From an optimization exercise on the open Yosys and OpenROAD flow, aimed at small area; shortcuts taken in it are not production practice. In this exercise RTL edits were held to simulation tests only and were not proved equivalent to the original. The flow treats the clock pin as an ideal source, which a real chip does not have.

==> design.v <==
`timescale 1ns / 1ps
module rp_acq (
    input clk,
    input rst_n,
    input [31:0] gpio_data,
    input [13:0] adc_dat_a_in,
    input ext_trig,
    output [7:0] led_o,
    output [31:0] BRAM_write_address,
    output [31:0] BRAM_write_data,
    output [3:0] BRAM_wren
);
    reg c_st;             
    reg c_prev;           
    reg c_start;          
    reg [23:0] samples;
    reg [23:0] reps;
    reg [5:0] hops;       
    wire [23:0] gd = gpio_data[23:0] & {24{rst_n}};
    wire cmd_s = c_st & (gpio_data[30:25] == 6'b111110);
    wire cmd_r = c_st & (gpio_data[30:25] == 6'b111111);
    wire cmd_h = c_st & (gpio_data[30:25] == 6'b111101);
    always @(posedge clk) begin
        c_prev <= rst_n & gpio_data[31];
        c_st <= rst_n & ~c_st & (gpio_data[31] ^ c_prev);
        c_start <= rst_n & c_st & (gpio_data[30:24] == 7'b0000001);
        if (cmd_s | ~rst_n) samples <= gd;
        if (cmd_r | ~rst_n) reps <= gd;
        if (cmd_h | ~rst_n) hops <= gd[5:0];
    end
    reg [1:0] st;
    reg last_trig;
    reg [2:0] pc;         
    reg [23:0] slat;      
    reg [23:0] rcn;       
    reg [13:0] xr;        
    reg [24:0] widx;      
    wire run = st[1] & st[0];
    wire [25:0] wc;
    wire [24:0] winc;
    assign wc[0] = 1'b1;
    genvar gi;
    generate for (gi = 0; gi < 25; gi = gi + 1) begin : g_winc
        assign winc[gi] = widx[gi] ^ wc[gi];
        assign wc[gi + 1] = widx[gi] & wc[gi];
    end endgenerate
    wire last = (winc[23:0] == slat);
    wire rdc = run & last;
    wire [24:0] rb;
    wire [23:0] rnext;
    assign rb[0] = 1'b1;
    generate for (gi = 0; gi < 24; gi = gi + 1) begin : g_rdec
        assign rnext[gi] = rcn[gi] ^ (rb[gi] & rdc);
        assign rb[gi + 1] = rcn[gi] & rb[gi];
    end endgenerate
    wire pc_last = pc[2] & ~pc[1];
    always @(posedge clk) begin
        if (st == 2'd0) rcn <= ~reps;
        else rcn <= rnext;
    end
    always @(posedge clk) begin
        last_trig <= ext_trig;
        if (!rst_n) begin
            st <= 2'd0;
            xr <= 14'd0;
        end else begin
            case (st)
                2'd0: begin
                    if (c_start) st <= 2'd1;
                end
                2'd1: begin
                    pc <= 3'd0;
                    if (&rcn) st <= 2'd0;
                    else if (ext_trig & ~last_trig) st <= 2'd2;
                end
                2'd2: begin
                    pc <= {pc[1:0], ~pc[2]};
                    if (pc_last) begin
                        st <= 2'd3;
                        slat <= samples;
                        xr <= adc_dat_a_in;
                    end
                end
                2'd3: begin
                    xr <= adc_dat_a_in;
                    if (last) begin
                        st <= 2'd1;
                    end
                end
            endcase
        end
    end
    always @(posedge clk) begin
        if (rst_n & run) widx <= winc;
        else widx <= {25{1'b1}};
    end
    reg [5:0] ph;         
    reg [5:0] ph1;        
    wire [13:0] x = {xr[13], ~xr[12:0]};    
    wire [6:0] pcy;
    wire [5:0] pnext;
    assign pcy[0] = 1'b0;
    generate for (gi = 0; gi < 6; gi = gi + 1) begin : g_ph
        assign pnext[gi] = ph[gi] ^ hops[gi] ^ pcy[gi];
        assign pcy[gi + 1] = (ph[gi] & hops[gi]) | (ph[gi] & pcy[gi]) | (hops[gi] & pcy[gi]);
    end endgenerate
    always @(posedge clk) begin
        if (!rst_n) ph <= 6'd0;
        else ph <= pnext;
        ph1 <= ph;
    end
    wire [31:0] pdec;
    genvar gp;
    generate for (gp = 0; gp < 32; gp = gp + 1) begin : g_pdec
        assign pdec[gp] = (ph1[4:0] == gp);
    end endgenerate
    wire [14:0] mag;
    assign mag[0] = |(pdec & 32'hf194b5e4);
    assign mag[1] = |(pdec & 32'ha1f2feec);
    assign mag[2] = |(pdec & 32'ha50a9036);
    assign mag[3] = |(pdec & 32'h2a262db8);
    assign mag[4] = |(pdec & 32'h35d4c484);
    assign mag[5] = |(pdec & 32'h50be33fe);
    assign mag[6] = |(pdec & 32'h42d0851a);
    assign mag[7] = |(pdec & 32'hc7d6b53c);
    assign mag[8] = |(pdec & 32'h3a0afd80);
    assign mag[9] = |(pdec & 32'h5616d22a);
    assign mag[10] = |(pdec & 32'h9b4ee566);
    assign mag[11] = |(pdec & 32'h493ef9b4);
    assign mag[12] = |(pdec & 32'h38fefe38);
    assign mag[13] = |(pdec & 32'h07feffc0);
    assign mag[14] = |(pdec & 32'h00010000);
    wire s = ph1[5];
    wire [14:0] xb = {x, 1'b0};
    wire one0 = xb[1] ^ xb[0];
    wire two0 = (xb[2] & ~xb[1] & ~xb[0]) | (~xb[2] & xb[1] & xb[0]);
    wire neg0 = xb[2] ^ s;
    wire one1 = xb[3] ^ xb[2];
    wire two1 = (xb[4] & ~xb[3] & ~xb[2]) | (~xb[4] & xb[3] & xb[2]);
    wire neg1 = xb[4] ^ s;
    wire one2 = xb[5] ^ xb[4];
    wire two2 = (xb[6] & ~xb[5] & ~xb[4]) | (~xb[6] & xb[5] & xb[4]);
    wire neg2 = xb[6] ^ s;
    wire one3 = xb[7] ^ xb[6];
    wire two3 = (xb[8] & ~xb[7] & ~xb[6]) | (~xb[8] & xb[7] & xb[6]);
    wire neg3 = xb[8] ^ s;
    wire one4 = xb[9] ^ xb[8];
    wire two4 = (xb[10] & ~xb[9] & ~xb[8]) | (~xb[10] & xb[9] & xb[8]);
    wire neg4 = xb[10] ^ s;
    wire one5 = xb[11] ^ xb[10];
    wire two5 = (xb[12] & ~xb[11] & ~xb[10]) | (~xb[12] & xb[11] & xb[10]);
    wire neg5 = xb[12] ^ s;
    wire one6 = xb[13] ^ xb[12];
    wire two6 = (xb[14] & ~xb[13] & ~xb[12]) | (~xb[14] & xb[13] & xb[12]);
    wire neg6 = xb[14] ^ s;
    wire w0 = one0 & mag[0];
    wire w1 = neg0 & ~(one0 & mag[0]);
    wire w2 = ((one0 & mag[1]) | (two0 & mag[0])) ^ neg0;
    wire w3 = ((one0 & mag[2]) | (two0 & mag[1])) ^ neg0;
    wire w4 = ((one0 & mag[3]) | (two0 & mag[2])) ^ neg0;
    wire w5 = ((one0 & mag[4]) | (two0 & mag[3])) ^ neg0;
    wire w6 = ((one0 & mag[5]) | (two0 & mag[4])) ^ neg0;
    wire w7 = ((one0 & mag[6]) | (two0 & mag[5])) ^ neg0;
    wire w8 = ((one0 & mag[7]) | (two0 & mag[6])) ^ neg0;
    wire w9 = ((one0 & mag[8]) | (two0 & mag[7])) ^ neg0;
    wire w10 = ((one0 & mag[9]) | (two0 & mag[8])) ^ neg0;
    wire w11 = ((one0 & mag[10]) | (two0 & mag[9])) ^ neg0;
    wire w12 = ((one0 & mag[11]) | (two0 & mag[10])) ^ neg0;
    wire w13 = ((one0 & mag[12]) | (two0 & mag[11])) ^ neg0;
    wire w14 = ((one0 & mag[13]) | (two0 & mag[12])) ^ neg0;
    wire w15 = ((one0 & mag[14]) | (two0 & mag[13])) ^ neg0;
    wire w16 = ((one0 & 1'b0) | (two0 & mag[14])) ^ neg0;
    wire w17 = ~neg0;
    wire w18 = one1 & mag[0];
    wire w19 = neg1 & ~(one1 & mag[0]);
    wire w20 = ((one1 & mag[1]) | (two1 & mag[0])) ^ neg1;
    wire w21 = ((one1 & mag[2]) | (two1 & mag[1])) ^ neg1;
    wire w22 = ((one1 & mag[3]) | (two1 & mag[2])) ^ neg1;
    wire w23 = ((one1 & mag[4]) | (two1 & mag[3])) ^ neg1;
    wire w24 = ((one1 & mag[5]) | (two1 & mag[4])) ^ neg1;
    wire w25 = ((one1 & mag[6]) | (two1 & mag[5])) ^ neg1;
    wire w26 = ((one1 & mag[7]) | (two1 & mag[6])) ^ neg1;
    wire w27 = ((one1 & mag[8]) | (two1 & mag[7])) ^ neg1;
    wire w28 = ((one1 & mag[9]) | (two1 & mag[8])) ^ neg1;
    wire w29 = ((one1 & mag[10]) | (two1 & mag[9])) ^ neg1;
    wire w30 = ((one1 & mag[11]) | (two1 & mag[10])) ^ neg1;
    wire w31 = ((one1 & mag[12]) | (two1 & mag[11])) ^ neg1;
    wire w32 = ((one1 & mag[13]) | (two1 & mag[12])) ^ neg1;
    wire w33 = ((one1 & mag[14]) | (two1 & mag[13])) ^ neg1;
    wire w34 = ((one1 & 1'b0) | (two1 & mag[14])) ^ neg1;
    wire w35 = ~neg1;
    wire w36 = one2 & mag[0];
    wire w37 = neg2 & ~(one2 & mag[0]);
    wire w38 = ((one2 & mag[1]) | (two2 & mag[0])) ^ neg2;
    wire w39 = ((one2 & mag[2]) | (two2 & mag[1])) ^ neg2;
    wire w40 = ((one2 & mag[3]) | (two2 & mag[2])) ^ neg2;
    wire w41 = ((one2 & mag[4]) | (two2 & mag[3])) ^ neg2;
    wire w42 = ((one2 & mag[5]) | (two2 & mag[4])) ^ neg2;
    wire w43 = ((one2 & mag[6]) | (two2 & mag[5])) ^ neg2;
    wire w44 = ((one2 & mag[7]) | (two2 & mag[6])) ^ neg2;
    wire w45 = ((one2 & mag[8]) | (two2 & mag[7])) ^ neg2;
    wire w46 = ((one2 & mag[9]) | (two2 & mag[8])) ^ neg2;
    wire w47 = ((one2 & mag[10]) | (two2 & mag[9])) ^ neg2;
    wire w48 = ((one2 & mag[11]) | (two2 & mag[10])) ^ neg2;
    wire w49 = ((one2 & mag[12]) | (two2 & mag[11])) ^ neg2;
    wire w50 = ((one2 & mag[13]) | (two2 & mag[12])) ^ neg2;
    wire w51 = ((one2 & mag[14]) | (two2 & mag[13])) ^ neg2;
    wire w52 = ((one2 & 1'b0) | (two2 & mag[14])) ^ neg2;
    wire w53 = ~neg2;
    wire w54 = one3 & mag[0];
    wire w55 = neg3 & ~(one3 & mag[0]);
    wire w56 = ((one3 & mag[1]) | (two3 & mag[0])) ^ neg3;
    wire w57 = ((one3 & mag[2]) | (two3 & mag[1])) ^ neg3;
    wire w58 = ((one3 & mag[3]) | (two3 & mag[2])) ^ neg3;
    wire w59 = ((one3 & mag[4]) | (two3 & mag[3])) ^ neg3;
    wire w60 = ((one3 & mag[5]) | (two3 & mag[4])) ^ neg3;
    wire w61 = ((one3 & mag[6]) | (two3 & mag[5])) ^ neg3;
    wire w62 = ((one3 & mag[7]) | (two3 & mag[6])) ^ neg3;
    wire w63 = ((one3 & mag[8]) | (two3 & mag[7])) ^ neg3;
    wire w64 = ((one3 & mag[9]) | (two3 & mag[8])) ^ neg3;
    wire w65 = ((one3 & mag[10]) | (two3 & mag[9])) ^ neg3;
    wire w66 = ((one3 & mag[11]) | (two3 & mag[10])) ^ neg3;
    wire w67 = ((one3 & mag[12]) | (two3 & mag[11])) ^ neg3;
    wire w68 = ((one3 & mag[13]) | (two3 & mag[12])) ^ neg3;
    wire w69 = ((one3 & mag[14]) | (two3 & mag[13])) ^ neg3;
    wire w70 = ((one3 & 1'b0) | (two3 & mag[14])) ^ neg3;
    wire w71 = ~neg3;
    wire w72 = one4 & mag[0];
    wire w73 = neg4 & ~(one4 & mag[0]);
    wire w74 = ((one4 & mag[1]) | (two4 & mag[0])) ^ neg4;
    wire w75 = ((one4 & mag[2]) | (two4 & mag[1])) ^ neg4;
    wire w76 = ((one4 & mag[3]) | (two4 & mag[2])) ^ neg4;
    wire w77 = ((one4 & mag[4]) | (two4 & mag[3])) ^ neg4;
    wire w78 = ((one4 & mag[5]) | (two4 & mag[4])) ^ neg4;
    wire w79 = ((one4 & mag[6]) | (two4 & mag[5])) ^ neg4;
    wire w80 = ((one4 & mag[7]) | (two4 & mag[6])) ^ neg4;
    wire w81 = ((one4 & mag[8]) | (two4 & mag[7])) ^ neg4;
    wire w82 = ((one4 & mag[9]) | (two4 & mag[8])) ^ neg4;
    wire w83 = ((one4 & mag[10]) | (two4 & mag[9])) ^ neg4;
    wire w84 = ((one4 & mag[11]) | (two4 & mag[10])) ^ neg4;
    wire w85 = ((one4 & mag[12]) | (two4 & mag[11])) ^ neg4;
    wire w86 = ((one4 & mag[13]) | (two4 & mag[12])) ^ neg4;
    wire w87 = ((one4 & mag[14]) | (two4 & mag[13])) ^ neg4;
    wire w88 = ((one4 & 1'b0) | (two4 & mag[14])) ^ neg4;
    wire w89 = ~neg4;
    wire w90 = one5 & mag[0];
    wire w91 = neg5 & ~(one5 & mag[0]);
    wire w92 = ((one5 & mag[1]) | (two5 & mag[0])) ^ neg5;
    wire w93 = ((one5 & mag[2]) | (two5 & mag[1])) ^ neg5;
    wire w94 = ((one5 & mag[3]) | (two5 & mag[2])) ^ neg5;
    wire w95 = ((one5 & mag[4]) | (two5 & mag[3])) ^ neg5;
    wire w96 = ((one5 & mag[5]) | (two5 & mag[4])) ^ neg5;
    wire w97 = ((one5 & mag[6]) | (two5 & mag[5])) ^ neg5;
    wire w98 = ((one5 & mag[7]) | (two5 & mag[6])) ^ neg5;
    wire w99 = ((one5 & mag[8]) | (two5 & mag[7])) ^ neg5;
    wire w100 = ((one5 & mag[9]) | (two5 & mag[8])) ^ neg5;
    wire w101 = ((one5 & mag[10]) | (two5 & mag[9])) ^ neg5;
    wire w102 = ((one5 & mag[11]) | (two5 & mag[10])) ^ neg5;
    wire w103 = ((one5 & mag[12]) | (two5 & mag[11])) ^ neg5;
    wire w104 = ((one5 & mag[13]) | (two5 & mag[12])) ^ neg5;
    wire w105 = ((one5 & mag[14]) | (two5 & mag[13])) ^ neg5;
    wire w106 = ((one5 & 1'b0) | (two5 & mag[14])) ^ neg5;
    wire w107 = ~neg5;
    wire w108 = one6 & mag[0];
    wire w109 = neg6 & ~(one6 & mag[0]);
    wire w110 = ((one6 & mag[1]) | (two6 & mag[0])) ^ neg6;
    wire w111 = ((one6 & mag[2]) | (two6 & mag[1])) ^ neg6;
    wire w112 = ((one6 & mag[3]) | (two6 & mag[2])) ^ neg6;
    wire w113 = ((one6 & mag[4]) | (two6 & mag[3])) ^ neg6;
    wire w114 = ((one6 & mag[5]) | (two6 & mag[4])) ^ neg6;
    wire w115 = ((one6 & mag[6]) | (two6 & mag[5])) ^ neg6;
    wire w116 = ((one6 & mag[7]) | (two6 & mag[6])) ^ neg6;
    wire w117 = ((one6 & mag[8]) | (two6 & mag[7])) ^ neg6;
    wire w118 = ((one6 & mag[9]) | (two6 & mag[8])) ^ neg6;
    wire w119 = ((one6 & mag[10]) | (two6 & mag[9])) ^ neg6;
    wire w120 = ((one6 & mag[11]) | (two6 & mag[10])) ^ neg6;
    wire w121 = ((one6 & mag[12]) | (two6 & mag[11])) ^ neg6;
    wire w122 = ((one6 & mag[13]) | (two6 & mag[12])) ^ neg6;
    wire w123 = ((one6 & mag[14]) | (two6 & mag[13])) ^ neg6;
    wire w124 = ((one6 & 1'b0) | (two6 & mag[14])) ^ neg6;
    wire w125 = ~neg6;
    wire w126 = w12 ^ w28;
    wire w127 = w12 & w28;
    wire w128 = w13 ^ w29 ^ w45;
    wire w129 = (w13 & w29) | (w13 & w45) | (w29 & w45);
    wire w130 = w14 ^ w30 ^ w46;
    wire w131 = (w14 & w30) | (w14 & w46) | (w30 & w46);
    wire w132 = w62 ^ w78;
    wire w133 = w62 & w78;
    wire w134 = w15 ^ w31 ^ w47;
    wire w135 = (w15 & w31) | (w15 & w47) | (w31 & w47);
    wire w136 = w63 ^ w79;
    wire w137 = w63 & w79;
    wire w138 = w16 ^ w32 ^ w48;
    wire w139 = (w16 & w32) | (w16 & w48) | (w32 & w48);
    wire w140 = w64 ^ w80;
    wire w141 = w64 & w80;
    wire w142 = neg0 ^ w33 ^ w49;
    wire w143 = (neg0 & w33) | (neg0 & w49) | (w33 & w49);
    wire w144 = w65 ^ w81;
    wire w145 = w65 & w81;
    wire w146 = neg0 ^ w34 ^ w50;
    wire w147 = (neg0 & w34) | (neg0 & w50) | (w34 & w50);
    wire w148 = w66 ^ w82;
    wire w149 = w66 & w82;
    wire w150 = w17 ^ w35 ^ w51;
    wire w151 = (w17 & w35) | (w17 & w51) | (w35 & w51);
    wire w152 = w67 ^ w83;
    wire w153 = w67 & w83;
    wire w154 = 1'b1 ^ w52 ^ w68;
    wire w155 = (1'b1 & w52) | (1'b1 & w68) | (w52 & w68);
    wire w156 = w8 ^ w24;
    wire w157 = w8 & w24;
    wire w158 = w9 ^ w25 ^ w41;
    wire w159 = (w9 & w25) | (w9 & w41) | (w25 & w41);
    wire w160 = w10 ^ w26 ^ w42;
    wire w161 = (w10 & w26) | (w10 & w42) | (w26 & w42);
    wire w162 = w58 ^ w73;
    wire w163 = w58 & w73;
    wire w164 = w11 ^ w27 ^ w43;
    wire w165 = (w11 & w27) | (w11 & w43) | (w27 & w43);
    wire w166 = w59 ^ w75 ^ w90;
    wire w167 = (w59 & w75) | (w59 & w90) | (w75 & w90);
    wire w168 = w44 ^ w60 ^ w76;
    wire w169 = (w44 & w60) | (w44 & w76) | (w60 & w76);
    wire w170 = w91 ^ w92 ^ w126;
    wire w171 = (w91 & w92) | (w91 & w126) | (w92 & w126);
    wire w172 = w61 ^ w77 ^ w93;
    wire w173 = (w61 & w77) | (w61 & w93) | (w77 & w93);
    wire w174 = w108 ^ w127 ^ w128;
    wire w175 = (w108 & w127) | (w108 & w128) | (w127 & w128);
    wire w176 = w94 ^ w109 ^ w110;
    wire w177 = (w94 & w109) | (w94 & w110) | (w109 & w110);
    wire w178 = w132 ^ w129 ^ w130;
    wire w179 = (w132 & w129) | (w132 & w130) | (w129 & w130);
    wire w180 = w95 ^ w111 ^ w133;
    wire w181 = (w95 & w111) | (w95 & w133) | (w111 & w133);
    wire w182 = w136 ^ w131 ^ w134;
    wire w183 = (w136 & w131) | (w136 & w134) | (w131 & w134);
    wire w184 = w96 ^ w112 ^ w137;
    wire w185 = (w96 & w112) | (w96 & w137) | (w112 & w137);
    wire w186 = w140 ^ w135 ^ w138;
    wire w187 = (w140 & w135) | (w140 & w138) | (w135 & w138);
    wire w188 = w97 ^ w113 ^ w141;
    wire w189 = (w97 & w113) | (w97 & w141) | (w113 & w141);
    wire w190 = w144 ^ w139 ^ w142;
    wire w191 = (w144 & w139) | (w144 & w142) | (w139 & w142);
    wire w192 = w98 ^ w114 ^ w145;
    wire w193 = (w98 & w114) | (w98 & w145) | (w114 & w145);
    wire w194 = w148 ^ w143 ^ w146;
    wire w195 = (w148 & w143) | (w148 & w146) | (w143 & w146);
    wire w196 = w99 ^ w115 ^ w149;
    wire w197 = (w99 & w115) | (w99 & w149) | (w115 & w149);
    wire w198 = w152 ^ w147 ^ w150;
    wire w199 = (w152 & w147) | (w152 & w150) | (w147 & w150);
    wire w200 = w84 ^ w100 ^ w116;
    wire w201 = (w84 & w100) | (w84 & w116) | (w100 & w116);
    wire w202 = w153 ^ w151 ^ w154;
    wire w203 = (w153 & w151) | (w153 & w154) | (w151 & w154);
    wire w204 = w53 ^ w69 ^ w85;
    wire w205 = (w53 & w69) | (w53 & w85) | (w69 & w85);
    wire w206 = w101 ^ w117 ^ w155;
    wire w207 = (w101 & w117) | (w101 & w155) | (w117 & w155);
    wire w208 = 1'b1 ^ w70 ^ w86;
    wire w209 = (1'b1 & w70) | (1'b1 & w86) | (w70 & w86);
    wire w210 = w102 ^ w118;
    wire w211 = w102 & w118;
    wire w212 = w71 ^ w87 ^ w103;
    wire w213 = (w71 & w87) | (w71 & w103) | (w87 & w103);
    wire w214 = 1'b1 ^ w88;
    wire w215 = 1'b1 & w88;
    wire w216 = w6 ^ w22;
    wire w217 = w6 & w22;
    wire w218 = w7 ^ w23 ^ w39;
    wire w219 = (w7 & w23) | (w7 & w39) | (w23 & w39);
    wire w220 = w40 ^ w55 ^ w56;
    wire w221 = (w40 & w55) | (w40 & w56) | (w55 & w56);
    wire w222 = w57 ^ w72 ^ w157;
    wire w223 = (w57 & w72) | (w57 & w157) | (w72 & w157);
    wire w224 = w74 ^ w162 ^ w159;
    wire w225 = (w74 & w162) | (w74 & w159) | (w162 & w159);
    wire w226 = w163 ^ w161 ^ w164;
    wire w227 = (w163 & w161) | (w163 & w164) | (w161 & w164);
    wire w228 = w165 ^ w167 ^ w168;
    wire w229 = (w165 & w167) | (w165 & w168) | (w167 & w168);
    wire w230 = w169 ^ w172 ^ w171;
    wire w231 = (w169 & w172) | (w169 & w171) | (w172 & w171);
    wire w232 = w173 ^ w176 ^ w175;
    wire w233 = (w173 & w176) | (w173 & w175) | (w176 & w175);
    wire w234 = w177 ^ w180 ^ w179;
    wire w235 = (w177 & w180) | (w177 & w179) | (w180 & w179);
    wire w236 = w181 ^ w184 ^ w183;
    wire w237 = (w181 & w184) | (w181 & w183) | (w184 & w183);
    wire w238 = w185 ^ w188 ^ w187;
    wire w239 = (w185 & w188) | (w185 & w187) | (w188 & w187);
    wire w240 = w189 ^ w192 ^ w191;
    wire w241 = (w189 & w192) | (w189 & w191) | (w192 & w191);
    wire w242 = w193 ^ w196 ^ w195;
    wire w243 = (w193 & w196) | (w193 & w195) | (w196 & w195);
    wire w244 = w200 ^ w197 ^ w199;
    wire w245 = (w200 & w197) | (w200 & w199) | (w197 & w199);
    wire w246 = w201 ^ w204 ^ w203;
    wire w247 = (w201 & w204) | (w201 & w203) | (w204 & w203);
    wire w248 = w210 ^ w205 ^ w208;
    wire w249 = (w210 & w205) | (w210 & w208) | (w205 & w208);
    wire w250 = w119 ^ w211 ^ w209;
    wire w251 = (w119 & w211) | (w119 & w209) | (w211 & w209);
    wire w252 = w104 ^ w120 ^ w214;
    wire w253 = (w104 & w120) | (w104 & w214) | (w120 & w214);
    wire w254 = w89 ^ w105 ^ w121;
    wire w255 = (w89 & w105) | (w89 & w121) | (w105 & w121);
    wire w256 = 1'b1 ^ w106;
    wire w257 = 1'b1 & w106;
    wire w258 = w4 ^ w19;
    wire w259 = w4 & w19;
    wire w260 = w5 ^ w21 ^ w36;
    wire w261 = (w5 & w21) | (w5 & w36) | (w21 & w36);
    wire w262 = w37 ^ w38 ^ w216;
    wire w263 = (w37 & w38) | (w37 & w216) | (w38 & w216);
    wire w264 = w54 ^ w217 ^ w218;
    wire w265 = (w54 & w217) | (w54 & w218) | (w217 & w218);
    wire w266 = w156 ^ w219 ^ w220;
    wire w267 = (w156 & w219) | (w156 & w220) | (w219 & w220);
    wire w268 = w221 ^ w158 ^ w222;
    wire w269 = (w221 & w158) | (w221 & w222) | (w158 & w222);
    wire w270 = w160 ^ w223 ^ w224;
    wire w271 = (w160 & w223) | (w160 & w224) | (w223 & w224);
    wire w272 = w166 ^ w225 ^ w226;
    wire w273 = (w166 & w225) | (w166 & w226) | (w225 & w226);
    wire w274 = w170 ^ w227 ^ w228;
    wire w275 = (w170 & w227) | (w170 & w228) | (w227 & w228);
    wire w276 = w229 ^ w174 ^ w230;
    wire w277 = (w229 & w174) | (w229 & w230) | (w174 & w230);
    wire w278 = w178 ^ w231 ^ w232;
    wire w279 = (w178 & w231) | (w178 & w232) | (w231 & w232);
    wire w280 = w182 ^ w233 ^ w234;
    wire w281 = (w182 & w233) | (w182 & w234) | (w233 & w234);
    wire w282 = w186 ^ w235 ^ w236;
    wire w283 = (w186 & w235) | (w186 & w236) | (w235 & w236);
    wire w284 = w190 ^ w237 ^ w238;
    wire w285 = (w190 & w237) | (w190 & w238) | (w237 & w238);
    wire w286 = w194 ^ w239 ^ w240;
    wire w287 = (w194 & w239) | (w194 & w240) | (w239 & w240);
    wire w288 = w198 ^ w241 ^ w242;
    wire w289 = (w198 & w241) | (w198 & w242) | (w241 & w242);
    wire w290 = w202 ^ w243 ^ w244;
    wire w291 = (w202 & w243) | (w202 & w244) | (w243 & w244);
    wire w292 = w206 ^ w245 ^ w246;
    wire w293 = (w206 & w245) | (w206 & w246) | (w245 & w246);
    wire w294 = w207 ^ w248 ^ w247;
    wire w295 = (w207 & w248) | (w207 & w247) | (w248 & w247);
    wire w296 = w212 ^ w249 ^ w250;
    wire w297 = (w212 & w249) | (w212 & w250) | (w249 & w250);
    wire w298 = w213 ^ w252 ^ w251;
    wire w299 = (w213 & w252) | (w213 & w251) | (w252 & w251);
    wire w300 = w215 ^ w254 ^ w253;
    wire w301 = (w215 & w254) | (w215 & w253) | (w254 & w253);
    wire w302 = w122 ^ w256 ^ w255;
    wire w303 = (w122 & w256) | (w122 & w255) | (w256 & w255);
    wire w304 = w107 ^ w123 ^ w257;
    wire w305 = (w107 & w123) | (w107 & w257) | (w123 & w257);
    wire w306 = 1'b1 ^ w124;
    wire w307 = 1'b1 & w124;
    wire w308 = w1 ^ w2;
    wire w309 = w1 & w2;
    wire w310 = w3 ^ w18 ^ w309;
    wire w311 = (w3 & w18) | (w3 & w309) | (w18 & w309);
    wire w312 = w20 ^ w258 ^ w311;
    wire w313 = (w20 & w258) | (w20 & w311) | (w258 & w311);
    wire w314 = w259 ^ w260 ^ w313;
    wire w315 = (w259 & w260) | (w259 & w313) | (w260 & w313);
    wire w316 = w261 ^ w262 ^ w315;
    wire w317 = (w261 & w262) | (w261 & w315) | (w262 & w315);
    wire w318 = w263 ^ w264 ^ w317;
    wire w319 = (w263 & w264) | (w263 & w317) | (w264 & w317);
    wire w320 = w265 ^ w266 ^ w319;
    wire w321 = (w265 & w266) | (w265 & w319) | (w266 & w319);
    wire w322 = w267 ^ w268 ^ w321;
    wire w323 = (w267 & w268) | (w267 & w321) | (w268 & w321);
    wire w324 = w269 ^ w270;
    wire w325 = w269 & w270;
    wire w326 = w271 ^ w272 ^ w325;
    wire w327 = (w271 & w272) | (w271 & w325) | (w272 & w325);
    wire w328 = w273 ^ w274 ^ w327;
    wire w329 = (w273 & w274) | (w273 & w327) | (w274 & w327);
    wire w330 = w275 ^ w276 ^ w329;
    wire w331 = (w275 & w276) | (w275 & w329) | (w276 & w329);
    wire w332 = w277 ^ w278 ^ w331;
    wire w333 = (w277 & w278) | (w277 & w331) | (w278 & w331);
    wire w334 = w324 ^ w323;
    wire w335 = w323 & w324;
    wire w336 = w326 ^ w335;
    wire w337 = w324 & w326;
    wire w338 = w323 & w337;
    wire w339 = w328 ^ w338;
    wire w340 = w337 & w328;
    wire w341 = w323 & w340;
    wire w342 = w330 ^ w341;
    wire w343 = w340 & w330;
    wire w344 = w323 & w343;
    wire w345 = w332 ^ w344;
    wire w346 = w343 & w332;
    wire w347 = w323 & w346;
    wire w348 = w333 | w347;
    wire w349 = w279 ^ w280;
    wire w350 = w279 & w280;
    wire w351 = w281 ^ w282 ^ w350;
    wire w352 = (w281 & w282) | (w281 & w350) | (w282 & w350);
    wire w353 = w283 ^ w284 ^ w352;
    wire w354 = (w283 & w284) | (w283 & w352) | (w284 & w352);
    wire w355 = w285 ^ w286 ^ w354;
    wire w356 = (w285 & w286) | (w285 & w354) | (w286 & w354);
    wire w357 = w287 ^ w288 ^ w356;
    wire w358 = (w287 & w288) | (w287 & w356) | (w288 & w356);
    wire w359 = w349 ^ w348;
    wire w360 = w348 & w349;
    wire w361 = w351 ^ w360;
    wire w362 = w349 & w351;
    wire w363 = w348 & w362;
    wire w364 = w353 ^ w363;
    wire w365 = w362 & w353;
    wire w366 = w348 & w365;
    wire w367 = w355 ^ w366;
    wire w368 = w365 & w355;
    wire w369 = w348 & w368;
    wire w370 = w357 ^ w369;
    wire w371 = w368 & w357;
    wire w372 = w348 & w371;
    wire w373 = w358 | w372;
    wire w374 = w289 ^ w290;
    wire w375 = w289 & w290;
    wire w376 = w291 ^ w292 ^ w375;
    wire w377 = (w291 & w292) | (w291 & w375) | (w292 & w375);
    wire w378 = w293 ^ w294 ^ w377;
    wire w379 = (w293 & w294) | (w293 & w377) | (w294 & w377);
    wire w380 = w296 ^ w295 ^ w379;
    wire w381 = (w296 & w295) | (w296 & w379) | (w295 & w379);
    wire w382 = w297 ^ w298 ^ w381;
    wire w383 = (w297 & w298) | (w297 & w381) | (w298 & w381);
    wire w384 = w374 ^ w373;
    wire w385 = w373 & w374;
    wire w386 = w376 ^ w385;
    wire w387 = w374 & w376;
    wire w388 = w373 & w387;
    wire w389 = w378 ^ w388;
    wire w390 = w387 & w378;
    wire w391 = w373 & w390;
    wire w392 = w380 ^ w391;
    wire w393 = w390 & w380;
    wire w394 = w373 & w393;
    wire w395 = w382 ^ w394;
    wire w396 = w393 & w382;
    wire w397 = w373 & w396;
    wire w398 = w383 | w397;
    wire w399 = w300 ^ w299;
    wire w400 = w300 & w299;
    wire w401 = w302 ^ w301 ^ w400;
    wire w402 = (w302 & w301) | (w302 & w400) | (w301 & w400);
    wire w403 = w304 ^ w303 ^ w402;
    wire w404 = (w304 & w303) | (w304 & w402) | (w303 & w402);
    wire w405 = w306 ^ w305 ^ w404;
    wire w406 = (w306 & w305) | (w306 & w404) | (w305 & w404);
    wire w407 = w125 ^ w307 ^ w406;
    wire w408 = (w125 & w307) | (w125 & w406) | (w307 & w406);
    wire w409 = w399 ^ w398;
    wire w410 = w398 & w399;
    wire w411 = w401 ^ w410;
    wire w412 = w399 & w401;
    wire w413 = w398 & w412;
    wire w414 = w403 ^ w413;
    wire w415 = w412 & w403;
    wire w416 = w398 & w415;
    wire w417 = w405 ^ w416;
    wire w418 = w415 & w405;
    wire w419 = w398 & w418;
    wire w420 = w407 ^ w419;
    wire w421 = w418 & w407;
    wire [28:0] pm = {w420, w417, w414, w411, w409, w395, w392, w389, w386, w384, w370, w367, w364, w361, w359, w345, w342, w339, w336, w334, w322, w320, w318, w316, w314, w312, w310, w308, w0};
    reg [28:0] prod;
    always @(posedge clk) prod <= pm;
    assign led_o = {6'd0, st};
    assign BRAM_wren = {4{run}};
    assign BRAM_write_address = {{5{widx[24]}}, widx, 2'b00};
    assign BRAM_write_data = {{3{prod[28]}}, prod};
endmodule
==> flow/run.sh <==
#!/bin/bash
# Own layout flow: the standard synthesis, then the combinational logic
# between the standard synthesis's registers and adder cells is re-mapped for
# area with ABC (registers, full and half adders and tie cells are kept as
# they are), then the standard layout with a minimum-size buffer on every
# port.  Each tool writes its full output to a log file in this folder.
set -euo pipefail
W=$PWD
F=$W/flow
R=$W/orfs/results/${FLOW_PLATFORM}/rp_acq/base
YOSYS=${FLOW_HOME}/../tools/install/yosys/bin/yosys
[ -x "$YOSYS" ] || YOSYS=yosys
LIB=${FLOW_HOME}/platforms/${FLOW_PLATFORM}/lib/sky130_fd_sc_hd__tt_025C_1v80.lib

bash standard.sh synth > $W/log_1_standard_synth.log 2>&1
cp $R/1_2_yosys.v $W/standard_synth.v

python3 $F/reopt.py $W/standard_synth.v $W/reopt_in.v > $W/log_2_reopt_py.log 2>&1
bash $F/reopt.sh $W/reopt_in.v $W/reopt_out.v $W > $W/log_3_reopt.log 2>&1
cp $W/reopt_out.v $R/1_2_yosys.v

CTS="-sink_clustering_enable -repair_clock_nets -dont_use_dummy_load -buf_list sky130_fd_sc_hd__clkbuf_8 -sink_clustering_size 20 -sink_clustering_max_diameter 40"
MK=(BUFFER_PORTS_ARGS="-buffer_cell sky130_fd_sc_hd__buf_1" CTS_ARGS="$CTS")
bash standard.sh "${MK[@]}" cts > $W/log_4_standard_to_cts.log 2>&1
CTS_ODB=$R/4_cts.odb CTS_BIG=50 CTS_SMALL=25 openroad -no_init -exit $F/cts_resize.tcl > $W/log_5_cts_resize.log 2>&1
bash standard.sh "${MK[@]}" finish > $W/log_6_standard_layout.log 2>&1
==> flow/cts_resize.tcl <==
# Size each clock tree buffer by the number of flip-flop clock pins it
# drives, so no clock pin sees a slow edge, then re-legalize the placement.
read_db $::env(CTS_ODB)
set block [ord::get_db_block]
set db [ord::get_db]
proc master {name} { return [[ord::get_db] findMaster $name] }
set changed 0
foreach inst [$block getInsts] {
  set m [[$inst getMaster] getName]
  if {![string match "sky130_fd_sc_hd__clkbuf_*" $m]} { continue }
  set out [$inst findITerm X]
  if {$out == "NULL"} { continue }
  set net [$out getNet]
  if {$net == "NULL" || [$net getSigType] != "CLOCK"} { continue }
  set ff 0
  set bufs 0
  set xs {}
  set ys {}
  foreach it [$net getITerms] {
    set bb [[$it getInst] getBBox]
    lappend xs [$bb xMin]
    lappend ys [$bb yMin]
    if {[$it isOutputSignal]} { continue }
    set mm [[$it getInst] getMaster]
    if {[string match "*clkbuf*" [$mm getName]]} { incr bufs } else { incr ff }
  }
  if {$bufs > 0} { continue }
  # estimated load in fF: about 2 fF per clock pin and 0.25 fF per um of
  # the pins' half perimeter
  set hpwl [expr {([tcl::mathfunc::max {*}$xs] - [tcl::mathfunc::min {*}$xs] + [tcl::mathfunc::max {*}$ys] - [tcl::mathfunc::min {*}$ys]) / 1000.0}]
  set load [expr {2.0 * $ff + 0.25 * $hpwl}]
  if {$load > $::env(CTS_BIG)} {
    set want sky130_fd_sc_hd__clkbuf_16
  } elseif {$load <= $::env(CTS_SMALL)} {
    set want sky130_fd_sc_hd__clkbuf_4
  } else {
    set want sky130_fd_sc_hd__clkbuf_8
  }
  if {$want != $m} {
    puts "[$inst getName]: $ff flip-flops, load about $load fF, $m -> $want"
    $inst swapMaster [master $want]
    incr changed
  }
}
puts "clock buffers resized: $changed"
detailed_placement
check_placement -verbose
write_db $::env(CTS_ODB)
==> flow/libfunc.py <==
"""Read combinational cell functions from the sky130hd liberty file and turn
an ABC-mapped gate netlist into Verilog assign statements."""
import re

def lib_functions(path):
    txt = open(path).read()
    funcs = {}
    for m in re.finditer(r'\n\s*cell\s*\(\s*"?(\w+)"?\s*\)\s*\{', txt):
        name = m.group(1)
        start = m.end()
        nxt = txt.find('\n    cell (', start)
        body = txt[start:nxt if nxt > 0 else len(txt)]
        outs = {}
        for pm in re.finditer(r'pin\s*\(\s*"?(\w+)"?\s*\)\s*\{', body):
            pb = body[pm.end():pm.end() + 4000]
            d = re.search(r'direction\s*:\s*"?(\w+)"?', pb)
            f = re.search(r'function\s*:\s*"([^"]*)"', pb)
            if d and d.group(1) == 'output' and f:
                outs[pm.group(1)] = f.group(1)
        if outs:
            funcs[name] = outs
    return funcs

def to_verilog_expr(f, pins):
    # liberty: ! not, & or space and, | or + or, ^ xor
    e = f.replace('!', '~').replace('+', '|')
    e = re.sub(r'\)\s+\(', ')&(', e)
    e = re.sub(r'(\w)\s+(\w)', r'\1&\2', e)
    e = re.sub(r'(\w)\s+\(', r'\1&(', e)
    e = re.sub(r'\)\s+(\w)', r')&\1', e)
    e = re.sub(r'\b([A-Z]\w*)\b', lambda m: '(%s)' % pins[m.group(1)] if m.group(1) in pins else m.group(0), e)
    return e

import subprocess, os, tempfile
ABC = '/OpenROAD-flow-scripts/tools/install/yosys/bin/yosys-abc'
LIB = '/OpenROAD-flow-scripts/flow/platforms/sky130hd/lib/sky130_fd_sc_hd__tt_025C_1v80.lib'
DONT = ['sky130_fd_sc_hd__probe_p_8', 'sky130_fd_sc_hd__probec_p_8']

def abc_map(blif_text, script, prefix):
    """Optimize and map a BLIF with ABC; return (verilog assign lines, area)."""
    d = tempfile.mkdtemp()
    fi = os.path.join(d, 'in.blif'); fo = os.path.join(d, 'out.blif')
    open(fi, 'w').write(blif_text)
    cmd = 'read_lib -w %s; read %s; %s; print_stats; write_blif %s' % (LIB, fi, script, fo)
    r = subprocess.run([ABC, '-c', cmd], capture_output=True, text=True)
    area = re.findall(r'area\s*=\s*([0-9.]+)', r.stdout)
    funcs = lib_functions(LIB)
    lines = []
    txt = open(fo).read().replace('\\\n', ' ')
    n = 0
    for ln in txt.split('\n'):
        ln = ln.strip()
        if ln.startswith('.gate'):
            parts = ln.split()[1:]
            cell = parts[0]
            pins = dict(p.split('=') for p in parts[1:])
            outs = funcs[cell]
            for op, f in outs.items():
                if op in pins:
                    lines.append('    assign %s = %s;' % (pins[op], to_verilog_expr(f, pins)))
        elif ln.startswith('.names'):
            parts = ln.split()[1:]
            lines.append(('NAMES', parts))
    # handle .names (constants / buffers) simply
    out = []
    tl = txt.split('\n')
    i = 0
    while i < len(tl):
        ln = tl[i].strip()
        if ln.startswith('.names'):
            parts = ln.split()[1:]
            rows = []
            i += 1
            while i < len(tl) and tl[i].strip() and not tl[i].strip().startswith('.'):
                rows.append(tl[i].strip()); i += 1
            if len(parts) == 1:
                out.append("    assign %s = 1'b%d;" % (parts[0], 1 if rows and rows[0] == '1' else 0))
            elif len(parts) == 2 and rows in (['1 1'],):
                out.append('    assign %s = %s;' % (parts[1], parts[0]))
            elif len(parts) == 2 and rows in (['0 1'],):
                out.append('    assign %s = ~%s;' % (parts[1], parts[0]))
            else:
                raise Exception('names %s %s' % (parts, rows))
            continue
        i += 1
    return [l for l in lines if not isinstance(l, tuple)] + out, float(area[-1]) if area else None
==> flow/reopt.py <==
#!/usr/bin/env python3
"""Prepare a mapped sky130 netlist (flat, one module) for re-mapping its
combinational logic: single-output combinational cells become assign
statements; flip-flops, full/half adders and tie cells stay as instances.
Full adders with two or three inverted inputs are flipped
(FA(~a,~b,~c) = ~FA(a,b,c)), so the inverters can cancel; half adders with
an unused output become a plain gate.
usage: reopt.py in.v out.v"""
import re, sys
sys.path.insert(0, __file__.rsplit('/', 1)[0])
import libfunc

KEEP = re.compile(r'sky130_fd_sc_hd__(fa|ha|dfxtp|edfxtp|dfrtp|conb|dfstp|sdf|edf)')
INV = re.compile(r'sky130_fd_sc_hd__(inv|clkinv)_\d+$')

def esc(n):
    return n + ' ' if n.startswith('\\') else n

def main(fi, fo):
    net = open(fi).read()
    funcs = libfunc.lib_functions(libfunc.LIB)
    m = re.search(r'module\s+(\w+)\s*\((.*?)\);(.*)endmodule', net, re.S)
    top, ports, body = m.group(1), m.group(2), m.group(3)
    stmts = [s.strip() for s in body.split(';') if s.strip()]
    cells = []   # [type, name, pins dict] or None for plain statements
    other = []
    for s in stmts:
        mi = re.match(r'(sky130_fd_sc_hd__\w+)\s+(\S+)\s*\((.*)\)$', s, re.S)
        if mi:
            pins = dict((a, b.strip()) for a, b in re.findall(r'\.(\w+)\(([^()]*)\)', mi.group(3)))
            cells.append([mi.group(1), mi.group(2), pins])
        else:
            other.append(s)
    outpins = ('X', 'Y', 'Q', 'Q_N', 'SUM', 'COUT', 'HI', 'LO')
    use = {}
    for t, n, p in cells:
        for k, v in p.items():
            if k not in outpins and v:
                use[v] = use.get(v, 0) + 1
    for s in other:
        if s.startswith('assign'):
            rhs = s.split('=', 1)[1]
            for v in re.findall(r'(\\\S+|[A-Za-z_][\w$]*(?:\s*\[\d+\])?)', rhs):
                v = v.strip()
                use[v] = use.get(v, 0) + 1
    inv_of = {}
    for t, n, p in cells:
        if INV.match(t):
            inv_of[p['Y']] = p['A']
    extra = []
    wires = []
    cnt = [0]
    def newnet():
        cnt[0] += 1
        w = 'reopt_n%d' % cnt[0]
        wires.append(w)
        return w
    # Choose a polarity for every full adder (flipped: it gets complemented
    # inputs and gives complemented outputs) to need as few inverters as
    # possible.  A net's value is traced back through inverters to a base
    # net; a base driven by other logic is taken to be free in either
    # polarity, one driven by a flip-flop or half adder is true only.
    drv = {}
    for i, (t, n, p) in enumerate(cells):
        for k, v in p.items():
            if k in outpins and v:
                drv[v] = i
    def base(v):
        r = 0
        while v in inv_of:
            v = inv_of[v]; r ^= 1
        return v, r
    fas = [i for i, c in enumerate(cells) if re.match(r'sky130_fd_sc_hd__fa_\d', c[0])]
    fa_idx = dict((i, j) for j, i in enumerate(fas))
    pol = [0] * len(fas)
    # requirements: base -> list of (kind, fa index or None, parity)
    req = {}
    for i, (t, n, p) in enumerate(cells):
        if INV.match(t):
            continue
        generic = not KEEP.match(t)
        for k, v in p.items():
            if k in outpins or not v:
                continue
            b, r = base(v)
            if i in fa_idx:
                req.setdefault(b, []).append((fa_idx[i], r))
            elif not generic:
                req.setdefault(b, []).append((None, r))
    for s_ in other:
        if s_.startswith('assign'):
            rhs = s_.split('=', 1)[1].strip()
            b, r = base(rhs)
            req.setdefault(b, []).append((None, r))
    def src_pol(b):
        j = drv.get(b)
        if j is None:
            return 0
        if j in fa_idx:
            return ('fa', fa_idx[j])
        if KEEP.match(cells[j][0]):
            return 0
        return None   # generic logic: free
    bases = list(req.keys())
    bsrc = dict((b, src_pol(b)) for b in bases)
    def cost_of(b):
        sp = bsrc[b]
        if sp is None:
            return 0
        have = pol[sp[1]] if isinstance(sp, tuple) else 0
        need = set((r ^ (pol[j] if j is not None else 0)) for j, r in req[b])
        return 1 if any(x != have for x in need) else 0
    touch = {}
    for b in bases:
        sp = bsrc[b]
        if isinstance(sp, tuple):
            touch.setdefault(sp[1], set()).add(b)
        for j, r in req[b]:
            if j is not None:
                touch.setdefault(j, set()).add(b)
    improved = True
    rounds = 0
    while improved and rounds < 50:
        improved = False
        rounds += 1
        for j in range(len(fas)):
            bs = touch.get(j, ())
            before = sum(cost_of(b) for b in bs)
            pol[j] ^= 1
            after = sum(cost_of(b) for b in bs)
            if after < before:
                improved = True
            else:
                pol[j] ^= 1
    flips = 0
    for j, i in enumerate(fas):
        if not pol[j]:
            continue
        flips += 1
        t, n, p = cells[i]
        new = []
        for k in ('A', 'B', 'CIN'):
            w = newnet()
            extra.append('assign %s = ~%s;' % (w, esc(p[k])))
            p[k] = w
        for k in ('SUM', 'COUT'):
            o = p.get(k, '')
            if o:
                w = newnet()
                extra.append('assign %s = ~%s;' % (esc(o), w))
                p[k] = w
    out = ['module %s(%s);' % (top, ports)]
    for s in other:
        out.append('  ' + s + ' ;')
    for w in wires:
        out.append('  wire %s;' % w)
    ha_fixed = 0
    for t, n, p in cells:
        if re.match(r'sky130_fd_sc_hd__ha_\d', t):
            s_, c_ = p.get('SUM', ''), p.get('COUT', '')
            if not s_ or use.get(s_, 0) == 0:
                out.append('  assign %s = %s & %s;' % (esc(c_), esc(p['A']), esc(p['B'])))
                ha_fixed += 1
                continue
            if not c_ or use.get(c_, 0) == 0:
                out.append('  assign %s = %s ^ %s;' % (esc(s_), esc(p['A']), esc(p['B'])))
                ha_fixed += 1
                continue
        if KEEP.match(t):
            out.append('  %s %s (%s);' % (t, n, ', '.join('.%s(%s)' % (k, esc(v)) for k, v in p.items())))
            continue
        pe = dict((k, esc(v)) for k, v in p.items())
        for op, f in funcs[t].items():
            if op in p and p[op]:
                out.append('  assign %s = %s;' % (pe[op], libfunc.to_verilog_expr(f, pe)))
    for s in extra:
        out.append('  ' + s)
    out.append('endmodule')
    open(fo, 'w').write('\n'.join(out) + '\n')
    print('full adders flipped: %d, half adders made plain gates: %d' % (flips, ha_fixed))

if __name__ == '__main__':
    main(sys.argv[1], sys.argv[2])
==> flow/reopt.sh <==
#!/bin/bash
# Re-map the combinational logic of $1 (prepared by reopt.py) with several
# ABC scripts in parallel, then keep as $2 the result with the smallest area
# after OpenROAD's resizer has repaired it (slew, and setup with a margin of
# REOPT_MARGIN ns, without wires).  Each run's full output goes to a log in $3.
set -uo pipefail
IN=$1; OUT=$2; LOGDIR=$3
F=$(cd "$(dirname "$0")" && pwd)
YOSYS=${FLOW_HOME}/../tools/install/yosys/bin/yosys
[ -x "$YOSYS" ] || YOSYS=yosys
P=${FLOW_HOME}/platforms/${FLOW_PLATFORM}
export LIB=$P/lib/sky130_fd_sc_hd__tt_025C_1v80.lib
export TECH_LEF=$P/lef/sky130_fd_sc_hd.tlef
export SC_LEF=$P/lef/sky130_fd_sc_hd_merged.lef
export EST_MARGIN=${REOPT_MARGIN:-0.3}
export PLATFORM_DIR=$P
T=${REOPT_SECONDS:-60}
scripts=(
  "strash; &get -n; &dch -f; &nf -R 1000; &put"
  "strash; &get -n; &dch -f; &nf; &put"
  "strash; &get -n; &syn2; &dch -f; &nf -R 1000; &put"
  "strash; dc2; &get -n; &dch -f; &nf -R 1000; &put"
  "strash; &get -n; &dch -f; &nf; &put; strash; &get -n; &dch -f; &nf -R 1000; &put"
)
for s in 1 2 3 4 5; do
  scripts+=("strash; &get -n; &deepsyn -T $T -S $s; &dch -f; &nf -R 1000; &put")
done
pids=()
for i in "${!scripts[@]}"; do
  d=$LOGDIR/reopt_$i; mkdir -p $d
  echo "${scripts[$i]}" | tr ';' '\n' | sed 's/^ *//' > $d/script.abc
  ( $YOSYS -p "read_liberty -lib $LIB; read_verilog $IN; hierarchy -top ${FLOW_TOP}; opt -purge; techmap; opt -fast; abc -liberty $LIB -dont_use *probe* -dont_use *lpflow* -script $d/script.abc; opt_clean -purge; setundef -zero; hilomap -singleton -hicell sky130_fd_sc_hd__conb_1 HI -locell sky130_fd_sc_hd__conb_1 LO; splitnets; opt_clean -purge; check; tee -o $d/stat.txt stat -liberty $LIB; write_verilog -noattr -nohex -nodec $d/out.v" > $LOGDIR/log_3_reopt_run$i.log 2>&1
    NET=$d/out.v openroad -no_init -exit $F/reopt_est.tcl > $LOGDIR/log_3_reopt_est$i.log 2>&1 ) &
  pids+=($!)
done
for p in "${pids[@]}"; do wait $p || true; done
best=""; bestE=""
for i in "${!scripts[@]}"; do
  d=$LOGDIR/reopt_$i
  a=$(grep "Chip area" $d/stat.txt 2>/dev/null | awk '{print $NF}')
  e=$(grep "^EST" $LOGDIR/log_3_reopt_est$i.log 2>/dev/null | awk '{print $2}')
  w=$(grep "^WNS1" $LOGDIR/log_3_reopt_est$i.log 2>/dev/null | awk '{print $2}')
  [ -n "$a" ] && [ -n "$e" ] && [ -s $d/out.v ] || continue
  echo "run $i: area $a, after repair $e (slack $w): ${scripts[$i]}"
  if [ -z "$bestE" ] || awk "BEGIN{exit !($e < $bestE)}"; then best=$i; bestE=$e; fi
done
echo "kept run $best"
cp $LOGDIR/reopt_$best/out.v $OUT
==> flow/reopt_est.tcl <==
# Area of a re-mapped netlist after the resizer has repaired it for slew and
# for setup with a margin, without wires: used only to choose among the
# re-mapping candidates.
read_lef $::env(TECH_LEF)
read_lef $::env(SC_LEF)
read_liberty $::env(LIB)
read_verilog $::env(NET)
link_design $::env(FLOW_TOP)
read_sdc $::env(FLOW_SDC)
source $::env(PLATFORM_DIR)/setRC.tcl
set_dont_use {sky130_fd_sc_hd__probe_p_8 sky130_fd_sc_hd__probec_p_8 *lpflow*}
puts "WNS0 [worst_slack -max]"
repair_design
repair_timing -setup -setup_margin $::env(EST_MARGIN)
puts "WNS1 [worst_slack -max]"
set a 0
foreach inst [get_cells *] { set a [expr {$a + [get_property [get_lib_cells -of_objects $inst] area]}] }
puts "EST $a"
==> standard.sh <==
#!/bin/bash
# synth_recipe.tcl (not shown) runs the flow's synth.tcl, then flattens the netlist and writes it again
# the make line also repeats each setting of config.mk as NAME=value (left out here)
make -C /OpenROAD-flow-scripts/flow DESIGN_CONFIG=/design/flow/config.mk WORK_HOME=/design/flow/orfs CLKGATE_MAP_FILE= SYNTH_SCRIPT=/design/flow/synth_recipe.tcl "${@:-finish}"
==> config.mk <==
export PLATFORM = sky130hd
export DESIGN_NAME = rp_acq
export DESIGN_NICKNAME = rp_acq
export VERILOG_FILES = /design/flow/design.v
export SDC_FILE = /design/flow/constraint.sdc
export NUM_CORES = 8
export LEC_CHECK = 0
export ABC_AREA = 1
export CAP_MARGIN = 10
export CORE_MARGIN = 2
export CORE_UTILIZATION = 40
export GPL_ROUTABILITY_DRIVEN = 0
export GPL_TIMING_DRIVEN = 0
export PLACE_DENSITY = 0.8
export SETUP_SLACK_MARGIN = 0.1
export SLEW_MARGIN = 10
==> constraint.sdc <==
create_clock -name core_clock -period 8.0 [get_ports {clk}]
set_input_delay 1.6000 -clock core_clock [delete_from_list [all_inputs] [get_ports {clk}]]
set_output_delay 1.6000 -clock core_clock [all_outputs]
set_load 0.01 [all_outputs]
==> reports/metrics.yaml, run 1 <==
run_status:
  status: "no timing/DRC/antenna violations"
setup_path:
  crit_chain: "nor3_1 -> nand2_1 -> a21oi_2 -> nor4_1 -> and4_1 -> o22ai_1 -> xnor2_1 -> fa_1 -> fa_1 -> fa_1 -> ha_1 -> fa_1 -> fa_1 -> clkinv_1 -> fa_1 -> fa_1 -> o31ai_4 -> nand3b_1 -> or2_0 -> o31ai_4 -> nand2_1 -> nand2_1 -> nand3_1 -> xnor2_1"
  crit_path_frequent_cell: "fa_1"
  cp-end-kind: "flop"
  critPathArrivalTime_ps: 7900
  slowest_delay_ps: 570
  cp.required_ps: 8360
  cp_slowest_cell: "nor3_1"
  startpoint_type: "flop"
  worstSetupPathType: "reg -> reg"
  path_max_fanout: 18
die:
  dieArea_mm2: 0.0305
  io_pins: 125
  core_mm2: 0.0287
  start_util: 0.406
  rows: 62
  fp.dieW_um: 175
  die_h_um: 175
grt:
  grt-ovfl-total: 0
  grt_pass1_wl_um: 43300
  grt_usage: 0.176
  grt_max_degree: 38
  grt_pass1_vias: 8750
  antenna_found_initial: 0
place:
  hpwlAfterDp_um: 20100
  pre_cts_slack_ps: -329
  port_buffers: 116
drt:
  drc: 0
  first_pass_iters: 6
  drt_iter0_drc: 1069
  route.vias.total: 8940
  ant_nets: 0
  totalWireLength_um: 26800
  vias_per_cell: 5.54
  wl_per_cell_um: 16.6
timing:
  maxClockFrequency_mhz: 133
  rsz0062_at_grt: "no"
  worst_pin_slew_ps: 1310
  fin_tns_setup_ps: 0
  hold_viol_final: 0
  slew_headroom: 0.126
  fin_skew_ps: 29.0
  drv_slew: 0
  setup_ws_ps: 462
  fin_crit_sh: 0.942
  setup_viol: 0
  final.min_clock_period_ps: 7540
cells_and_area:
  antenna_cells: 0
  syn2layout_area_growth_pct: 14.3
  final_layout_size_suffix_gt1_frac: 0.0642
  final_core_util: 0.464
  final_nets: 1429
clocking:
  clk_latency_ps: 490
  hold_buffers: 0
  path_clk_slew_ps: 90
  clock_path_buffers: 2
  cts_tree: "done"
  clock-sinks: 191
  clockRootBuffer: "clkbuf_8"
  numCtsBuffers: 17
  ctsHtreeMaxLevel: 4
worst_hold_path:
  hp-class: "reg -> reg"
run:
  max_cap_viol_count: 0
synth:
  postSynthAreaPerCell_um2: 10.9
  syn-cell-area_mm2: 0.0117
  netlist_instances: 1072
  synth_warnings: 1
==> metrics by stage <==
stage	instance area (um^2)	cells	hold slack, ps
final	13300	1615	350
after global routing	13300	1615	359
after CTS	13200	1610	355
after detailed placement	12900	1592	344
after global placement	12600	1579	347
after floorplan	11700	1079	334
==> final timing paths <==
path	startpoint	end	cells after the start	slack, ps
setup / recovery	ph1[4]	prod[28]	24	460
hold / removal	ph[0]	ph1[0]	0	350
setup reg to reg	ph1[4]	prod[28]	24	460
hold reg to reg	ph[0]	ph1[0]	0	350
==> worst max-delay path: cells and delay by family, from the launching register on <==
| kind | cells | cell delay [ps] |
|---|---|---|
| AND/OR/NAND/NOR | 9 | 2150 |
| adder cells (fa/ha/maj) | 8 | 3220 |
| XOR/XNOR | 2 | 280 |
| buffers and inverters | 1 | 70 |
| flip-flops | 1 | 420 |
| AO/OA/AOI/OAI | 4 | 1280 |
==> flip-flops by register name (all words and copies together), names as in the netlist, 14 cells and up <==
signal	cells
xr	14
slat	24
widx	25
prod	29
rcn	24
samples	24
reps	24
==> final cells by class <==
type / instances / area [um^2]
Inverter: 43 / 165
Sequential cell: 191 / 4650
Clock buffer: 17 / 256
Multi-Input combinational cell: 845 / 7150
Tap cell: 384 / 480
Timing Repair Buffer: 135 / 626
Fill cell: 2551 / 15400
==> cells in the final DEF, fill, tap and decap left out, drive strengths merged, types with 3 or more instances in the layout <==
cell type  instances
dfxtp            110
nand4             11
clkinv            42
nor2b              4
conb               8
o21ai             39
mux2i              5
or2               28
o31ai              3
a21oi             38
nor4               9
fa                98
nor3              22
a31oi              4
o21a               3
nand2             45
ha                49
nor2              95
xor2              71
edfxtp            81
buf              135
nand3             36
and2              36
and3              11
mux2               3
clkbuf            17
nand2b            16
xnor2             92
o22ai            100
==> repair_timing <==
item,4_1_cts,5_1_grt
pin swaps,2,3
setup buffers,1,4
endpoints found under the setup margin,10,21
gates resized for setup,10,25
==> metal layers <==
metal	global-route usage	share of wire
met1	0.227	0.41
met2	0.292	0.49
met3	0.0252	0.058
met4	0.0837	0.042
met5	0	0
==> run 2: changes to the inputs <==
--- a/config.mk
+++ b/config.mk
@@ -11,6 +11,5 @@
 export CORE_UTILIZATION = 40
 export GPL_ROUTABILITY_DRIVEN = 0
 export GPL_TIMING_DRIVEN = 0
-export PLACE_DENSITY = 0.8
 export SETUP_SLACK_MARGIN = 0.1
 export SLEW_MARGIN = 10
==> run 2 against run 1 <==
  * Die area stayed put
  * Flip-flop and latch count stayed put
  * Via count is 4.8% lower
  * Non-clock buffer count is 2 higher
  * Design area is 0.39% higher
  * Sequential share of layout area is 0.13 points lower
  * Setup slack better by 110 ps
  * Cell count is 0.12% higher
  * Worst hold slack better by 16 ps
  * Critical path type unchanged
  * Critical endpoint is now prod[25]
  * Highest routed layer unchanged
==> reports/metrics.yaml, run 2 <==
drt:
  drc: 0  # unchanged
  route.vias.total: 8512  # -4.8%
  drt_iter0_drc: 563  # -47%
  totalWireLength_um: 26400  # -1.3%
  first_pass_iters: 5  # -1
  wl_per_cell_um: 16.4  # -1.4%
  vias_per_cell: 5.26  # -4.9%
  ant_nets: 0  # unchanged
timing:
  hold_viol_final: 0  # unchanged
  final.min_clock_period_ps: 7430  # -111 ps
  fin_tns_setup_ps: 0  # unchanged
  setup_viol: 0  # unchanged
  fin_skew_ps: 27.4  # -1.63 ps
  fin_crit_sh: 0.928  # -0.0138
  slew_headroom: 0.240  # +0.114
  timing.hold.ws_ps: 366  # +16.2 ps
  maxClockFrequency_mhz: 135  # +1.5%
  drv_slew: 0  # unchanged
  worst_pin_slew_ps: 1140  # -171 ps
  rsz0062_at_grt: "no"
clocking:
  clock_path_buffers: 2  # unchanged
  path_clk_slew_ps: 80  # about the same
  clk_latency_ps: 480  # about the same
  ctsHtreeMaxLevel: 4  # unchanged
  hold_buffers: 0  # unchanged
  clockRootBuffer: "clkbuf_8"
  numCtsBuffers: 17  # unchanged
  clock-sinks: 191  # unchanged
  cts_tree: "done"
grt:
  grt_usage: 0.179  # +0.00260
  grt_pass1_wl_um: 43800  # +1.2%
  grt_pass1_vias: 8556  # -2.2%
  grt_max_degree: 33  # -13%
  met1_usage: 0.242  # +0.0150
  grt-ovfl-total: 0  # unchanged
  grt_use_met2: 0.298  # +0.00560
  top_usage_layer: "met2"
  antenna_found_initial: 0  # unchanged
  met3_usage: 0.0255  # +0.000218
cells_and_area:
  final_nets: 1431  # +0.14%
  syn2layout_area_growth_pct: 14.7
  final_common_cell: "buf_1"
  final_layout_size_suffix_gt1_frac: 0.0665  # +0.00233
  top_register: "prod"
  final_cell_count_no_fill: 1617  # +0.12%
  reg_top3: "prod (29), widx (25)"
  antenna_cells: 0  # unchanged
  largest_register_ffs: 29  # unchanged
  fin_area_mm2: 0.0134  # +0.39%
  final_core_util: 0.466  # +0.00179
  final_cell_mix: "buf_1, dfxtp_1, o22ai_1, fa_1"
synth:
  synth_warnings: 1  # unchanged
  netlist_instances: 1072  # unchanged
  postSynthAreaPerCell_um2: 10.9  # unchanged
  syn-cell-area_mm2: 0.0117  # unchanged
setup_path:
  cp-end-kind: "flop"
  cp.required_ps: 8380  # +20 ps
  worstSetupPathType: "reg -> reg"
  path_max_fanout: 14  # -4
  critPathArrivalTime_ps: 7810  # -90 ps
  startpoint_type: "flop"
die:
  dieArea_mm2: 0.0305  # unchanged
  core_mm2: 0.0287  # unchanged
  die_h_um: 175  # unchanged
  io_pins: 125  # unchanged
  rows: 62  # unchanged
  start_util: 0.406  # unchanged
  fp.dieW_um: 175  # unchanged
place:
  numPlacedInstances: 1598  # +0.38%
  postPlaceCellArea_mm2: 0.0130  # +0.71%
  port_buffers: 116  # unchanged
  hpwlAfterDp_um: 20000  # -0.34%
run_status:
  status: "no timing/DRC/antenna violations"
run:
  max_cap_viol_count: 0  # unchanged
worst_hold_path:
  hp-class: "reg -> reg"
## run 2: worst paths after layout
kind / from / end / slack (ps) / depth (start not counted)
max reg2reg: ph1[1] / prod[25] / 570 / 26
max: ph1[1] / prod[25] / 570 / 26
min: ph[5] / ph1[5] / 370 / 0
min reg2reg: ph[5] / ph1[5] / 370 / 0
## run 2: metal layers
layer / vias up / share of wire
met5: - / 0
met1: 4095 / 0.45
met2: 266 / 0.48
li1: 4109 / -
met3: 42 / 0.050
met4: 0 / 0.019
## run 2: what timing repair did
action                                  in CTS  in global routing
endpoints found under the setup margin      10                 16
gates resized for setup                      7                 22
buffers inserted                             0                  2
pin swaps                                    0                  1
## run 2: worst max-delay path: stages, from the launching register on
cell	delay, ps
dfxtp_2	510
and2_1	280
nor2_2	110
nand3_1	140
nand3_1	90
a21oi_1	180
nand2_1	120
nor3_2	220
buf_4	240
o22ai_1	120
xnor2_1	240
fa_1	480
fa_1	490
fa_1	520
fa_1	480
clkinv_1	60
ha_1	140
clkinv_1	80
fa_1	450
fa_1	460
fa_1	450
fa_1	540
o31ai_4	350
nand2_1	120
nand2_1	140
ha_1	170
xor2_1	150
## run 2: through the flow
stage	setup slack (ps)
final	572
after global routing	115
after CTS	156
after detailed placement	-288
after global placement	-1600
after floorplan	151
## run 2: cell type report
type                            instances  area (um^2)
Tap cell                              384          480
Sequential cell                       191         4650
Multi-Input combinational cell        845         7120
Timing Repair Buffer                  137          683
Fill cell                            2715        15300
Clock buffer                           17          279
Inverter                               43          163

[static timing again, ports no longer ideal]
The results above use ideal ports. As a check the final layouts listed here were re-extracted and re-timed, cells and wires unchanged.
Step 1: set_driving_cell puts a clkbuf_16 on clk and a buf_2 on each other input, an assumption about the parent block.
Step 2 moves the port delays by t, midway between the first and last clock arrival at a register: inputs arrive t later, outputs are due t later. That takes back most of the time a late clock gives input paths.
Three values: ideal ports, drivers, drivers and shift; two values: the first two.
run | shift t [ns] | setup WS [ns] | worst setup path at the end | clock arrival spread, ns | worst register clock-pin slew, ns
run 1 | 0.509 | 0.462 / 0.462 / 0.462 | register to register | 0.032 / 0.032 | 0.10 / 0.10
run 2 | 0.506 | 0.572 / 0.572 / 0.572 | register to register | 0.029 / 0.029 | 0.09 / 0.09
After both steps every run listed still meets setup and hold.
